What follows belongs to an exercise in optimizing a design on an open flow for small area and a short achievable clock period; a production flow would make more cautious choices. Only simulation tests tie the RTL to the original design; equivalence was not proved.

==> design/flow/design.v <==
`timescale 1ns / 1ps
module color_identify(
    input clk,
	input rst_n,
	input per_frame_vsync,
	input per_frame_href,
	input per_frame_clken,
	input [15:0] img_data,
	output post_frame_vsync,
	output post_frame_href,
	output post_frame_clken,
	output  post_img_Y,
	output reg	[7:0]	img_Y_r1,
	output [15:0] y
	);
	wire	[7:0]	per_img_red	;
    wire	[7:0]	per_img_green;
    wire	[7:0]	per_img_blue;
	assign  per_img_red		=	{img_data[15:11], img_data[13:11]};
    assign  per_img_green	=	{img_data[10:5], img_data[6:5]};	
    assign 	per_img_blue	=	{img_data[4:0], img_data[2:0]};	
reg	[15:0]	img_red_r0,		img_red_r1,		img_red_r2;	
reg	[15:0]	img_green_r0,	img_green_r1,	img_green_r2; 
reg	[15:0]	img_blue_r0,	img_blue_r1,	img_blue_r2; 
always@(posedge clk or negedge rst_n)
begin
	if(!rst_n)
		begin
		img_red_r0		<=	0; 		
		img_red_r1		<=	0; 		
		img_red_r2		<=	0; 	
		img_green_r0	<=	0; 		
		img_green_r1	<=	0; 		
		img_green_r2	<=	0; 	
		img_blue_r0		<=	0; 		
		img_blue_r1		<=	0; 		
		img_blue_r2		<=	0; 			
		end
	else
		begin
		img_red_r0		<=	per_img_red 	* 	8'd77; 		
		img_red_r1		<=	per_img_red 	* 	8'd43; 	
		img_red_r2		<=	per_img_red 	* 	8'd128; 	
		img_green_r0	<=	per_img_green 	* 	8'd150; 
		img_green_r1	<=	per_img_green 	* 	8'd85; 		
		img_green_r2	<=	per_img_green 	* 	8'd107; 
		img_blue_r0		<=	per_img_blue 	* 	8'd29; 				
		img_blue_r1		<=	per_img_blue 	* 	8'd128; 			
		img_blue_r2		<=	per_img_blue 	* 	8'd21; 		
		end
end
reg	[15:0]	img_Y_r0;	
reg	[15:0]	img_Cb_r0; 
reg	[15:0]	img_Cr_r0; 
always@(posedge clk or negedge rst_n)
begin
	if(!rst_n)
		begin
		img_Y_r0	<=	0; 		
		img_Cb_r0	<=	0; 		
		img_Cr_r0	<=	0; 	
		end
	else
		begin
		img_Y_r0	<=	img_red_r0 	+ 	img_green_r0 	+ 	img_blue_r0; 		
		img_Cb_r0	<=	img_blue_r1 - 	img_red_r1 		- 	img_green_r1	+	16'd32768; 		
		img_Cr_r0	<=	img_red_r2 	- 	img_green_r2 	- 	img_blue_r2		+	16'd32768; 		
		end
end
reg	[7:0]	img_Cb_r1; 
reg	[7:0]	img_Cr_r1; 
reg [15:0]  y1;
always@(posedge clk or negedge rst_n)
begin
	if(!rst_n)
		begin
		img_Y_r1	<=	0; 		
		img_Cb_r1	<=	0; 		
		img_Cr_r1	<=	0; 	
		y1      <=  0;
		end
	else
		begin
		img_Y_r1	<=	img_Y_r0[15:8];
		img_Cb_r1	<=	img_Cb_r0[15:8];
		img_Cr_r1	<=	img_Cr_r0[15:8]; 
		y1      <=  {img_Y_r0[15:11],img_Y_r0[15:10],img_Y_r0[15:11]};
		end
end
reg     color_zone;
always@(posedge clk or negedge rst_n) begin
	    if(!rst_n) color_zone <= 0;
		else if(img_Cb_r1 >= 'd150 && img_Cb_r1 <= 'd180 && img_Cr_r1 >= 'd80 && img_Cr_r1 <= 'd111) color_zone <= 1'b1;
		else color_zone <= 1'b0;
	end
reg 	[3:0] 	per_frame_clken_r;
reg 	[3:0] 	per_frame_href_r;
reg 	[3:0] 	per_frame_vsync_r;
always @(posedge clk or negedge rst_n)
begin
	if(!rst_n)begin
		per_frame_clken_r <= 4'b0;
		per_frame_href_r <=  4'b0;
		per_frame_vsync_r <= 4'b0;
	end	
	else begin
		per_frame_clken_r <= {per_frame_clken_r [2:0], per_frame_clken};
		per_frame_href_r  <= {per_frame_href_r  [2:0],per_frame_href};
		per_frame_vsync_r <= {per_frame_vsync_r [2:0],per_frame_vsync};
	end
end
assign post_frame_clken = per_frame_clken_r [3];
assign post_frame_href  = per_frame_href_r  [3];
assign post_frame_vsync = per_frame_vsync_r [2];
wire	[7:0]	post_img_Cb; 
wire	[7:0]	post_img_Cr; 
assign	post_img_Y 	= 	post_frame_href ? color_zone : 1'd0;
assign	post_img_Cb =	post_frame_href ? img_Cb_r1: 8'd0;
assign	post_img_Cr = 	post_frame_href ? img_Cr_r1: 8'd0;
assign  y       =   post_frame_href ? y1   : 16'd0;
endmodule
`timescale 1ns / 1ps
module position(
	input					sclk			, 
	input					s_rst_n			,
	input					vsync_i			,
	input					hsync_i			,
	input					data_en_i		,
	input					bound_data_i	,
	output	wire	[10:0]	x_coor			,
	output	wire  	[9:0]	y_coor			,
	output	wire			coor_valid_flag	
);
reg 						data_en_i_pos	;
reg 						data_en_i_r1	;
reg 						vsync_i_pos		;
reg 						vsync_i_neg		;
reg 						vsync_i_r1		;
reg 			[15:0]		valid_num_cnt	;
reg 						valid_flag		;
reg				[31:0]		x_coor_all		;
reg				[31:0]		y_coor_all		;
reg 			[9:0]		row_cnt			;
reg 			[10:0]		col_cnt			;
reg 			[9:0]		row_cnt_0			;
reg 			[9:0]		row_cnt_1			;
reg 			[9:0]		row_cnt_2			;
reg 			[9:0]		row_cnt_3			;
reg 			[10:0]		col_cnt_0			;
reg 			[10:0]		col_cnt_1			;
reg 			[10:0]		col_cnt_2			;
reg 			[10:0]		col_cnt_3			;
parameter     RANGE     =     4000;
always @ (posedge sclk) begin	
	data_en_i_r1 <= data_en_i;
end
always @ (posedge sclk or negedge s_rst_n) begin
	if(s_rst_n == 1'b0)
		data_en_i_pos <= 1'b0;
	else if (~data_en_i_r1 && data_en_i)
	    data_en_i_pos <= 1'b1;    
	else	
        data_en_i_pos <= 1'b0;
end
always @ (posedge sclk) begin	
	vsync_i_r1 <= vsync_i;
end
always @ (posedge sclk or negedge s_rst_n) begin
	if(s_rst_n == 1'b0)
		vsync_i_pos <= 1'b0;
	else if (~vsync_i_r1 && vsync_i)
	    vsync_i_pos <= 1'b1;    
	else	
        vsync_i_pos <= 1'b0;
end
always @ (posedge sclk or negedge s_rst_n) begin
	if(s_rst_n == 1'b0)
		vsync_i_neg <= 1'b0;
	else if (vsync_i_r1 && ~vsync_i)
	    vsync_i_neg <= 1'b1;    
	else	
        vsync_i_neg <= 1'b0;
end
reg vsync_i_neg_r;
always @ (posedge sclk ) 
    vsync_i_neg_r <= vsync_i_neg;
always @ (posedge sclk or negedge s_rst_n) begin
	if(s_rst_n == 1'b0)
		row_cnt <= 10'd0;
	else if (vsync_i_neg == 1'b1)        	
		row_cnt <= 10'd0; 	
	else if (data_en_i_pos == 1'b1 )
		row_cnt <= row_cnt + 1'b1;   
end
 always @ (posedge sclk or negedge s_rst_n) begin
 	if(s_rst_n == 1'b0)
 		col_cnt <= 11'd0;
 	else if (data_en_i == 1'b1 )
 		col_cnt <= col_cnt + 1'b1;
 	else	
         col_cnt <= 11'd0;
 end
always @ (posedge sclk or negedge s_rst_n) begin
	if(s_rst_n == 1'b0)
		valid_num_cnt <= 16'd0;
	else if (vsync_i_neg == 1'b1)
		valid_num_cnt <= 16'd0;   
	else if (data_en_i == 1'b1 && bound_data_i == 1'b1 )
		valid_num_cnt <= valid_num_cnt + 1'b1;   
end
always @ (posedge sclk or negedge s_rst_n) begin
	if(s_rst_n == 1'b0)
		valid_flag <= 1'b0;
	else if (vsync_i_neg == 1'b1)
		valid_flag <= 1'b0;	        
	else if (valid_num_cnt >= RANGE)
		valid_flag <= 1'b1;      
end
always @ (posedge sclk or negedge s_rst_n) begin
	if(s_rst_n == 1'b0)
		x_coor_all <= 32'd0;
	else if (data_en_i == 1'b1 && bound_data_i == 1'b1)
	    x_coor_all <=  x_coor_all +  col_cnt;  
	else if (vsync_i_neg == 1'b1)
	    x_coor_all <= 32'd0;    	   
end
always @ (posedge sclk or negedge s_rst_n) begin
	if(s_rst_n == 1'b0)
		y_coor_all <= 32'd0;
	else if (data_en_i == 1'b1 && bound_data_i == 1'b1 )
	    y_coor_all <=  y_coor_all +  row_cnt;  
	else if (vsync_i_neg == 1'b1)
	    y_coor_all <= 32'd0;    	   
end
reg [10:0] x_coor_nocir; 
reg [9:0] y_coor_nocir; 
always @ (posedge sclk or negedge s_rst_n) begin
	if(s_rst_n == 1'b0)
	   x_coor_nocir <= 11'd0;
	else if((vsync_i == 1'b1 && valid_flag))
	    x_coor_nocir <=  x_coor_all/valid_num_cnt;
	else 
	   x_coor_nocir <= x_coor_nocir;
	 end
assign x_coor = x_coor_nocir ;
reg coor_valid_hold;
always @ (posedge sclk or negedge s_rst_n) begin
	if(s_rst_n == 1'b0)
	   coor_valid_hold <= 1'b0;
	else
	   coor_valid_hold <= coor_valid_flag;
end
assign coor_valid_flag = (vsync_i) ? valid_flag : coor_valid_hold;
always @ (posedge sclk or negedge s_rst_n) begin
	if(s_rst_n == 1'b0)
	   y_coor_nocir <= 10'd0;
	else if((vsync_i == 1'b1 && valid_flag))
	    y_coor_nocir <=  y_coor_all/valid_num_cnt;
	else 
	   y_coor_nocir <= y_coor_nocir;
	 end
 assign y_coor = y_coor_nocir ;
endmodule
`timescale 1ns / 1ps
module color_tracker(
	input			clk,
	input			rst_n,
	input			vsync,
	input			de,
	input	[15:0]	rgb,
	output			mask_valid,
	output			mask,
	output	[10:0]	x_coor,
	output	[9:0]	y_coor,
	output			coor_valid
);
wire		post_vsync;
wire		post_href;
wire		post_clken;
wire		post_mask;
wire [7:0]	img_Y;
wire [15:0]	y_unused;
color_identify color_identify (
	.clk				(clk),
	.rst_n				(rst_n),
	.per_frame_vsync	(vsync),
	.per_frame_href		(de),
	.per_frame_clken	(de),
	.img_data			(rgb),
	.post_frame_vsync	(post_vsync),
	.post_frame_href	(post_href),
	.post_frame_clken	(post_clken),
	.post_img_Y			(post_mask),
	.img_Y_r1			(img_Y),
	.y					(y_unused)
);
position position (
	.sclk				(clk),
	.s_rst_n			(rst_n),
	.vsync_i			(post_vsync),
	.hsync_i			(1'b0),
	.data_en_i			(post_href),
	.bound_data_i		(post_mask),
	.x_coor				(x_coor),
	.y_coor				(y_coor),
	.coor_valid_flag	(coor_valid)
);
assign mask_valid = post_href;
assign mask       = post_mask;
endmodule
==> design/flow/run.sh <==
#!/bin/bash
# synth_recipe.tcl (not shown) runs the flow's synth.tcl, then flattens the netlist and writes it again
# the make line also repeats each setting of config.mk as NAME=value (left out here)
make -C /OpenROAD-flow-scripts/flow DESIGN_CONFIG=/design/flow/config.mk WORK_HOME=/design/flow/orfs CLKGATE_MAP_FILE= SYNTH_SCRIPT=/design/flow/synth_recipe.tcl finish
==> design/flow/config.mk <==
export PLATFORM = sky130hd
export DESIGN_NAME = color_tracker
export DESIGN_NICKNAME = color_tracker
export VERILOG_FILES = /design/flow/design.v
export SDC_FILE = /design/flow/constraint.sdc
export NUM_CORES = 4
export LEC_CHECK = 0
export CAP_MARGIN = 20
export CORE_MARGIN = 2
export CORE_UTILIZATION = 40
export SLEW_MARGIN = 20
==> design/flow/constraint.sdc <==
create_clock -name core_clock -period 95.0 [get_ports {clk}]
set_input_delay 19.0000 -clock core_clock [delete_from_list [all_inputs] [get_ports {clk}]]
set_output_delay 19.0000 -clock core_clock [all_outputs]
set_load 0.01 [all_outputs]
==> out/results.md, run 1 <==
| Item | Value |
|---|---|
| Run status | no timing/DRC/antenna violations |
| Most area-hungry cell type in the Yosys netlist | ha_1 |
| Max FO, Critical Path | 31 |
| Cells after Synth | 7579 |
| Highest Clock Rate | 11.3 MHz |
| Avg Synthesized Cell Area | 7.53 sq um |
| Crit path arrival time | 89.31 ns |
| Bufs on Longest Clock Path | 3 |
| Yosys synthesis warning count | 2 |
| Core Box Area | 0.142 sq mm |
| DRT iter0 DRCs | 4196 |
| Total CTS buffers | 29 |
| Net count reported at finish | 8848 |
| Bufs and invs on worst path | 19 |
| Distinct cell type count of the synthesized netlist | 132 |
| Number of input and output port buffers inserted | 43 |
| Proportion of synthesized flip-flops having asynchronous set or reset | 0.991 |
| Ratio of cells with drive above 1 in the final layout | 0.130 |
| Max-capacitance violation count | 0 |
| Post-synth net total | 8603 |
| Post-synth top area share | 0.212 |
| Routed length per instance | 19.0 um |
| Register area share after synthesis | 0.0968 |
| CP most frequent cell | o21a_1 |
| Clock Pin Slew Worst Setup and Hold Paths | 0.07 ns |
| Layout Area Growth over Synthesis | 12.3% |
| Half-perimeter wire length after detailed placement | 142 mm |
| Total Die Area | 0.146 sq mm |
| Start-to-end type of the worst setup path | reg -> reg |
| Shortest clock period the worst path allows after layout | 88.80 ns |
| H-tree levels | 1 |
| Cell area after synthesis | 0.0571 sq mm |
| Sum of overflow across all layers after global routing | 0 |
| Maximum number of pins on one net before global-route repair | 131 |
| Number of antenna violations at the first check in global routing | 2 |
| Crit-path slowest cell | or4_4 |
| Final Skew | 0.0202 ns |
| Seq cells post-synth | 221 |
| Worst path top cell family by delay | compound AO/OA/AOI/OAI gates |
| CTS sink cnt | 221 |
| Cells taking the most area after synthesis | ha_1 21%, dfrtp_1 9.6%, o21a_1 5.1% |
| Aggregate routed wire length | 185 mm |
| Via Count | 58500 |
| Source of the worst hold timing path | color_identify.per_frame_href_r[2] |
| CTS tree | built |
| Fill cells | 14400 |
| Vertical die dimension | 382 um |
| Worst stage delay on the critical path | 0.64 ns |
| Fin Hold WS | 0.338 ns |
| DR pass1 iterations | 6 |
| Sum of negative setup slack | 0 ns |
| Vias per inst | 6.01 |
| Final-report setup violation count | 0 |
| Slew @ Worst Pin | 1.12 ns |
| Global-route usage over all layers | 0.241 |
| Required arrival time at the worst endpoint | 95.51 ns |
| Final critical-path share of the clock period | 0.935 |
| Io pins | 44 |
| Width of the die | 382 um |
| Max-slew violations | 0 |
| Worst hold path type | reg -> reg |
| Global-route wire length before repair | 291 mm |
| Launch instance of the worst register-to-register path | position.valid_num_cnt[13] |
| Root buf cell | clkbuf_16 |
| Number of design rule violations left after detail routing | 0 |
| Launching element of the worst setup path | position.valid_num_cnt[13] |
| Starting density of the core | 0.403 |
| Via count of the first global-routing pass | 54800 |
| Floorplan row count | 138 |
| Total count of hold-check failures in the final report | 0 |
| Max transition margin | 0.251 |
| Critical path launch point type | register |
| Later-pin clock latency in the skew report | 0.65 ns |
| Final GP Congestion | 0.945 |
| Count of hold-fix buffers inserted at cts | 0 |
| Synth Flop Type | dfrtp_1 |
| Number of nets still failing antenna checks after routing | 0 |
| Count of flip-flops with a built-in enable after synthesis | 0 |
| Type of destination of the critical path | register |
==> per-stage QoR <==
stage	util	setup WS (ns)	instances	instance area, sq um
after detailed placement	0.434	-1.41	9609	61500
final	0.453	6.20	9738	64100
after floorplan	-	1.82	7579	57100
after global placement	0.434	1.04	9609	61500
after global routing	0.453	-0.273	9737	64100
after CTS	0.442	0.0928	9667	62500
==> per-layer routing <==
metal / global-route usage / wire (um)
met3: 0.0221 / 10100
met1: 0.339 / 88100
met4: 0.0628 / 4660
met2: 0.394 / 82300
met5: 0 / 0
==> cell type report <==
type,count,area (sq um),share of cell area
well taps,1890,2360,0.0369
flip-flops and latches,221,5520,0.0862
inverters,291,1100,0.0172
repair buffers,456,3580,0.0559
multi-input cells,6825,50500,0.788
clock inverters,17,186,0.00291
clock buffers,37,806,0.0126
diodes,1,2.50,0.0000391
==> flip-flops by register name, summed over array words and instances (netlist names), 5 cells and up <==
| register | cells |
|---|---|
| color_identify.img_Cb_r0 | 8 |
| color_identify.img_Cb_r1 | 8 |
| color_identify.img_blue_r1 | 5 |
| color_identify.img_blue_r2 | 11 |
| color_identify.img_green_r1 | 13 |
| color_identify.img_green_r2 | 14 |
| color_identify.img_red_r1 | 13 |
| color_identify.img_red_r2 | 5 |
| position.col_cnt | 11 |
| position.row_cnt | 10 |
| position.valid_num_cnt | 16 |
| position.x_coor_all | 32 |
| position.x_coor_nocir | 11 |
| position.y_coor_all | 32 |
| position.y_coor_nocir | 10 |
==> placed cells by master (no fill, tap or decap), types with 84 or more instances in the layout <==
cell type	instances
ha_1	964
nand2_1	697
nor2_1	620
a21oi_1	437
nor3_1	426
buf_4	406
o21a_1	381
o21ai_0	342
xnor2_1	278
inv_1	272
o31ai_1	231
dfrtp_1	217
nand3_1	191
a21o_1	174
xor2_1	171
mux2_2	167
or2_2	90
o211ai_1	87
nand2b_1	86
or3_1	84
==> final timing paths <==
path	to	slack (ns)	depth (start not counted)
max in group asynchronous	position.y_coor_nocir[8]	75.34	2
max	position.x_coor_nocir[0]	6.20	417
min reg2reg	color_identify.per_frame_href_r[3]	0.34	0
min in group asynchronous	color_identify.img_blue_r1[10]	18.35	1
max reg2reg	position.x_coor_nocir[0]	6.20	417
min	color_identify.per_frame_href_r[3]	0.34	0
==> cells by family after synthesis <==
family / share of synthesized area
fa+ha+maj: 0.226
buf+inv: 0.0370
compound gates: 0.288
xor+xnor: 0.0689
flops: 0.0968
simple gates: 0.234
mux: 0.0488
==> synth_stat cells (all sizes together) (189+ instances only) <==
cell type,count
a21oi,474
clkbuf,189
dfrtp,219
ha,966
inv,291
nand2,703
nand3,194
nor2,635
nor3,440
o21a,384
o21ai,390
o31ai,237
xnor2,278
==> repair_timing <==
action                                  in CTS  in global routing
resized for setup                           10                233
buffers inserted                             4                 66
endpoints found under the setup margin       1                  4
gates cloned                                 0                  4
pin swaps                                    2                 27
==> run 2, diff against run 1 <==
==> design/flow/design.v (replaced) <==
module color_identify(
	input	[15:0]	img_data,
	output			hit
);
wire [7:0] R = {img_data[15:11], img_data[13:11]};
wire [7:0] G = {img_data[10:5],  img_data[6:5]};
wire [7:0] B = {img_data[4:0],   img_data[2:0]};
wire [10:0] u = {3'd0,B} + {2'd0,B,1'b0} + {3'd0,~R} + {2'd0,~G,1'b0};
wire [11:0] v = {3'd0,R,1'b0} + {2'd0,R,2'b0} + {4'd0,~G} + {2'd0,~G,2'b0} + {4'd0,~B};
assign hit = (u >= 11'd897) && (u <= 11'd1082) && (v >= 12'd954) && (v <= 12'd1337);
endmodule
module position(
	input				clk,
	input				rst_n,
	input				vs,		 
	input				mv,		 
	input				hit,	 
	output	reg	[10:0]	x_coor,
	output	reg	[9:0]	y_coor,
	output	reg			coor_valid
);
reg  [10:0] col;	 
reg  [9:0]  line;	 
reg         mv_d;
reg  [15:0] n;		 
reg  [52:0] z;		 
wire        line_end = mv_d & ~mv;
wire        col_inc  = mv | ~col[6];	 
wire        col_ge2  = |col[10:1];
wire [10:0] addx = hit ? col : 11'd0;
wire [10:0] addy = hit ? {1'b0, line} + col_ge2 : 11'd0;
wire [26:0] sx = z[52:26] + addx;
wire [25:0] sy = z[25:0] + addy;
wire        valid = (n >= 16'd4000);
wire        xstep = (col <= 11'd10);
wire        ystep = (col >= 11'd27) && (col <= 11'd36);
wire [16:0] p     = z[52:36];
wire [16:0] diff  = p - {1'b0, n};
wire        q     = (xstep | ystep) & ~diff[16];
wire [15:0] top   = q ? diff[15:0] : p[15:0];
always @(posedge clk or negedge rst_n) begin
	if (!rst_n) begin
		col <= 11'd0;
		line <= 10'd0;
		mv_d <= 1'b0;
		n <= 16'd0;
		z <= 53'd0;
		x_coor <= 11'd0;
		y_coor <= 10'd0;
		coor_valid <= 1'b0;
	end else begin
		mv_d <= mv;
		if (mv | vs)
			col <= col + col_inc;
		else
			col <= 11'd0;
		if (vs)
			line <= 10'd0;
		else
			line <= line + line_end;
		if (vs & col[6])
			n <= 16'd0;
		else
			n <= n + {15'd0, hit};
		if (vs)
			z <= {top, z[35:0], 1'b0};
		else
			z <= {sx, sy};
		if (vs & ~col[6])
			coor_valid <= valid;
		if (vs & valid & (xstep | ystep))
			{x_coor, y_coor} <= {x_coor[9:0], y_coor, q};
	end
end
endmodule
module color_tracker(
	input			clk,
	input			rst_n,
	input			vsync,
	input			de,
	input	[15:0]	rgb,
	output			mask_valid,
	output			mask,
	output	[10:0]	x_coor,
	output	[9:0]	y_coor,
	output			coor_valid
);
wire hit_c;
reg  mv, hit, vs;
color_identify color_identify (
	.img_data	(rgb),
	.hit		(hit_c)
);
always @(posedge clk or negedge rst_n) begin
	if (!rst_n) begin
		mv  <= 1'b0;
		hit <= 1'b0;
		vs  <= 1'b0;
	end else begin
		mv  <= de;
		hit <= de & hit_c;
		vs  <= vsync;
	end
end
position position (
	.clk		(clk),
	.rst_n		(rst_n),
	.vs			(vs),
	.mv			(mv),
	.hit		(hit),
	.x_coor		(x_coor),
	.y_coor		(y_coor),
	.coor_valid	(coor_valid)
);
assign mask_valid = mv;
assign mask       = hit;
endmodule
==> run 2 against run 1 <==
- worst setup slack gained 65 ns
- synthesized cell count decreased by 87%
- fmax increased to 3.8 times the previous value
- critical path depth fell by 400
- critical path type is now in -> reg
- design area fell by 83%
- count of clock-buffer cells in the layout is 19 lower
- register-to-register slack better by 84 ns
- global-route usage down 8.2 points
==> out/results.md, run 2 <==
| Item | Value |
|---|---|
| Number of design rule violations left after detail routing | 0 |
| Io pins | 44 |
| Synthesized-area fraction occupied by ao, oa, aoi and oai cells | 0.147 |
| Number of nets still failing antenna checks after routing | 0 |
| DRT iter0 DRCs | 286 |
| Cells taking the most area after synthesis | dfrtp_1 31%, ha_1 13%, fa_1 5.6% |
| Via Count | 7076 |
| Final GP Congestion | 0.813 |
| Fill cells | 2196 |
| Largest registers | position.z (53), position.n (16) |
| Core Box Area | 0.0227 sq mm |
| Cells after Synth | 1001 |
| Antenna Cells | 0 |
| Fin Hold WS | 0.488 ns |
| Slew @ Worst Pin | 0.864 ns |
| Final-report setup violation count | 0 |
| CP endpoint | hit |
| Launch instance of the worst register-to-register path | position.col[9] |
| Worst-case reg-to-reg path depth | 15 |
| Commonest non-fill, non-tap cell in the layout | dfrtp_1 |
| Bufs on Longest Clock Path | 2 |
| Max FO, Critical Path | 4 |
| Later-pin clock latency in the skew report | 0.43 ns |
| Starting density of the core | 0.408 |
| Final critical-path share of the clock period | 0.247 |
| Number of input and output port buffers inserted | 43 |
| Register area share after synthesis | 0.313 |
| Register with the most flip-flops | position.z |
| Worst hold path type | reg -> reg |
| Maximum number of pins on one net before global-route repair | 82 |
| Count of flip-flops with a built-in enable after synthesis | 0 |
| Proportion of synthesized area in mux cells | 0.0578 |
| Via count of the first global-routing pass | 6935 |
| Total CTS buffers | 17 |
| Routed length per instance | 13.6 um |
| Net count reported at finish | 1185 |
| Aggregate routed wire length | 18.3 mm |
| Adder-cell share of the synthesized area | 0.183 |
| Max-slew violations | 0 |
| Max transition margin | 0.424 |
| Setup repair after global routing missed its margin | false |
| Sum of negative setup slack | 0 ns |
| Post-synth top area share | 0.313 |
| Number of antenna violations at the first check in global routing | 0 |
| DR pass1 iterations | 4 |
| Type of destination of the critical path | register |
| Floorplan row count | 55 |
| # resized after CTS | 0 |
| Yosys synthesis warning count | 2 |
| Count of hold-fix buffers inserted at cts | 0 |
| Reg-to-reg critical path endpoint | position.z[25] |
| Clock Pin Slew Worst Setup and Hold Paths | 0.06 ns |
| Leading cell type by number of instances after synthesis | dfrtp_1 |
| Largest family of logic cells by synthesized area | adder cells |
| Setup slack of the worst register-to-register path | 90.70 ns |
| Run status | no timing/DRC/antenna violations |
| Ratio of cells with drive above 1 in the final layout | 0.0757 |
| Critical path launch point type | primary input |
| Max-capacitance violation count | 0 |
| Total count of hold-check failures in the final report | 0 |
| Setup Slack @ Placement | 71.17 ns |
| CTS sink cnt | 116 |
| Avg Synthesized Cell Area | 9.25 sq um |
| Highest Clock Rate | 42.6 MHz |
| Most area-hungry cell type in the Yosys netlist | dfrtp_1 |
| Post-Place Cell Area | 0.0100 sq mm |
| Width of the die | 156 um |
| Number of buffers inserted by post-CTS setup repair | 0 |
| Global-route usage over all layers | 0.159 |
| Shortest clock period the worst path allows after layout | 23.48 ns |
| Share of the synthesized netlist area taken by xor and xnor gates | 0.0851 |
| Start-to-end type of the worst setup path | in -> reg |
| Sum of overflow across all layers after global routing | 0 |
| Number of flip-flops in the largest register | 53 |
| Vias per inst | 5.27 |
| Vertical die dimension | 156 um |
| H-tree levels | 4 |
| Total non-filler cell area in the finished layout | 0.0106 sq mm |
| Launching element of the worst setup path | rgb[12] |
| Distinct cell type count of the synthesized netlist | 67 |
| Top cell types by occurrence after synthesis | 116 x dfrtp_1, 94 x ha_1, 70 x nor2_1 |
| Required arrival time at the worst endpoint | 95.34 ns |
| Crit path arrival time | 23.82 ns |
| Seq cells post-synth | 116 |
| Worst Setup Slack, final | 71.52 ns |
| Synth Flop Type | dfrtp_1 |
| Final Skew | 0.0156 ns |
| Half-perimeter wire length after detailed placement | 13.3 mm |
| Root buf cell | clkbuf_16 |
| Post-synth net total | 1141 |
| Total Die Area | 0.0244 sq mm |
| Layout Area Growth over Synthesis | 14.2% |
| CTS tree | built |
| Cell area after synthesis | 0.00926 sq mm |
| Commonest non-fill, non-tap cells in the layout | 115 x dfrtp_1, 94 x ha_1, 70 x nor2_1 |
| Area share of and/or/nand/nor cells after synthesis | 0.174 |
| Global-route wire length before repair | 31.8 mm |
| Proportion of synthesized flip-flops having asynchronous set or reset | 1.00 |
==> run 2: changes by cell type in the layout (fill, tap and decap cells not counted), moves of 143 or more <==
cell / change
nor2_1: -550
nand2_1: -631
xnor2_1: -227
inv_1: -204
o31ai_1: -229
a21oi_1: -386
o21a_1: -367
nor3_1: -409
nand3_1: -146
mux2_2: -143
o21ai_0: -287
ha_1: -870
a21o_1: -157
buf_4: -397
==> run 2: final cells by class <==
class                      instances  area [sq um]  area share
sequential                       116          2900       0.275
timing repair buffer              51           488      0.0461
inverter                          68           255      0.0241
tap                              285           357      0.0337
clock inverter                    13           111      0.0105
clock buffer                      18           429      0.0406
multi-input combinational        791          6030       0.570
==> run 2: worst max-delay path, cell delays in order <==
cell and delay, ns:
clkdlybuf4s50_1 0.51, ha_1 0.28, fa_1 0.50, inv_1 0.05, fa_1 0.39, fa_1 0.51, fa_1 0.62, inv_1 0.06
ha_1 0.28, a21o_1 0.16, a21oi_1 0.25, o21a_1 0.17, nor2_1 0.07, o311a_1 0.32, nor4_1 0.32, o221ai_1 0.18
a31oi_1 0.15
==> run 2: layer usage <==
metal	GRT usage	up-vias	share of wire
met5	0	-	0
met4	0.0559	0	0.010
li1	-	3634	-
met3	0.0264	15	0.021
met1	0.202	3358	0.48
met2	0.276	69	0.49
==> run 2: logic make-up (layout without fill, tap and decap cells) <==
| family | count (synthesis) | after routing |
|---|---|---|
| AO/OA/AOI/OAI | 213 | 213 |
| XOR/XNOR | 90 | 90 |
| adder cells (fa/ha/maj) | 120 | 120 |
| buffers and inverters | 94 | 150 |
| flip-flops | 116 | 116 |
| multiplexers | 50 | 50 |
| AND/OR/NAND/NOR | 318 | 318 |
==> run 2: per-stage QoR <==
step | cells | util
4_1_cts | 1342 | 0.465
2_1_floorplan | 1001 | -
5_1_grt | 1342 | 0.466
3_3_place_gp | 1311 | 0.441
3_5_place_dp | 1311 | 0.441
6_report | 1342 | 0.466
==> run 2: worst min path at each step <==
stage / from / to / slack [ns] / cells after the start
after floorplan: position.z[35] / position.z[36] / 0.45 / 2
after CTS: mv / position.mv_d / 0.49 / 0
final: mv / position.mv_d / 0.49 / 0
after global placement: position.z[0] / position.z[1] / 0.46 / 2
after detailed placement: position.z[35] / position.z[36] / 0.47 / 2
after global routing: position.z[0] / position.z[1] / 0.52 / 2

-- re-timing with driven ports --
In the flow no input, the clock included, has a driving cell. The finished layouts below were timed again as built, in two steps. Step 1 assumes that a clkbuf_16 drives the clock port and a buf_2 every other input. Step 2 moves the port delays by t, midway between the first and last clock arrival at a register: inputs arrive t later, outputs are due t later. That takes back most of the time a late clock gives input paths. Slacks: ideal ports / drivers / drivers and shift; pairs: ideal ports / drivers.
| run | t, ns | slack for setup (ns) | worst setup path after step 2 |
|---|---|---|---|
| run 1 | 0.707 | 6.200 / 6.200 / 6.200 | register to register |
| run 2 | 0.462 | 71.518 / 71.537 / 71.075 | input to register |
After both steps setup and hold are still met in every run listed. For run 2, which loses most, drivers alone change the setup slack by +0.019 ns; drivers and shift together by -0.443 ns.
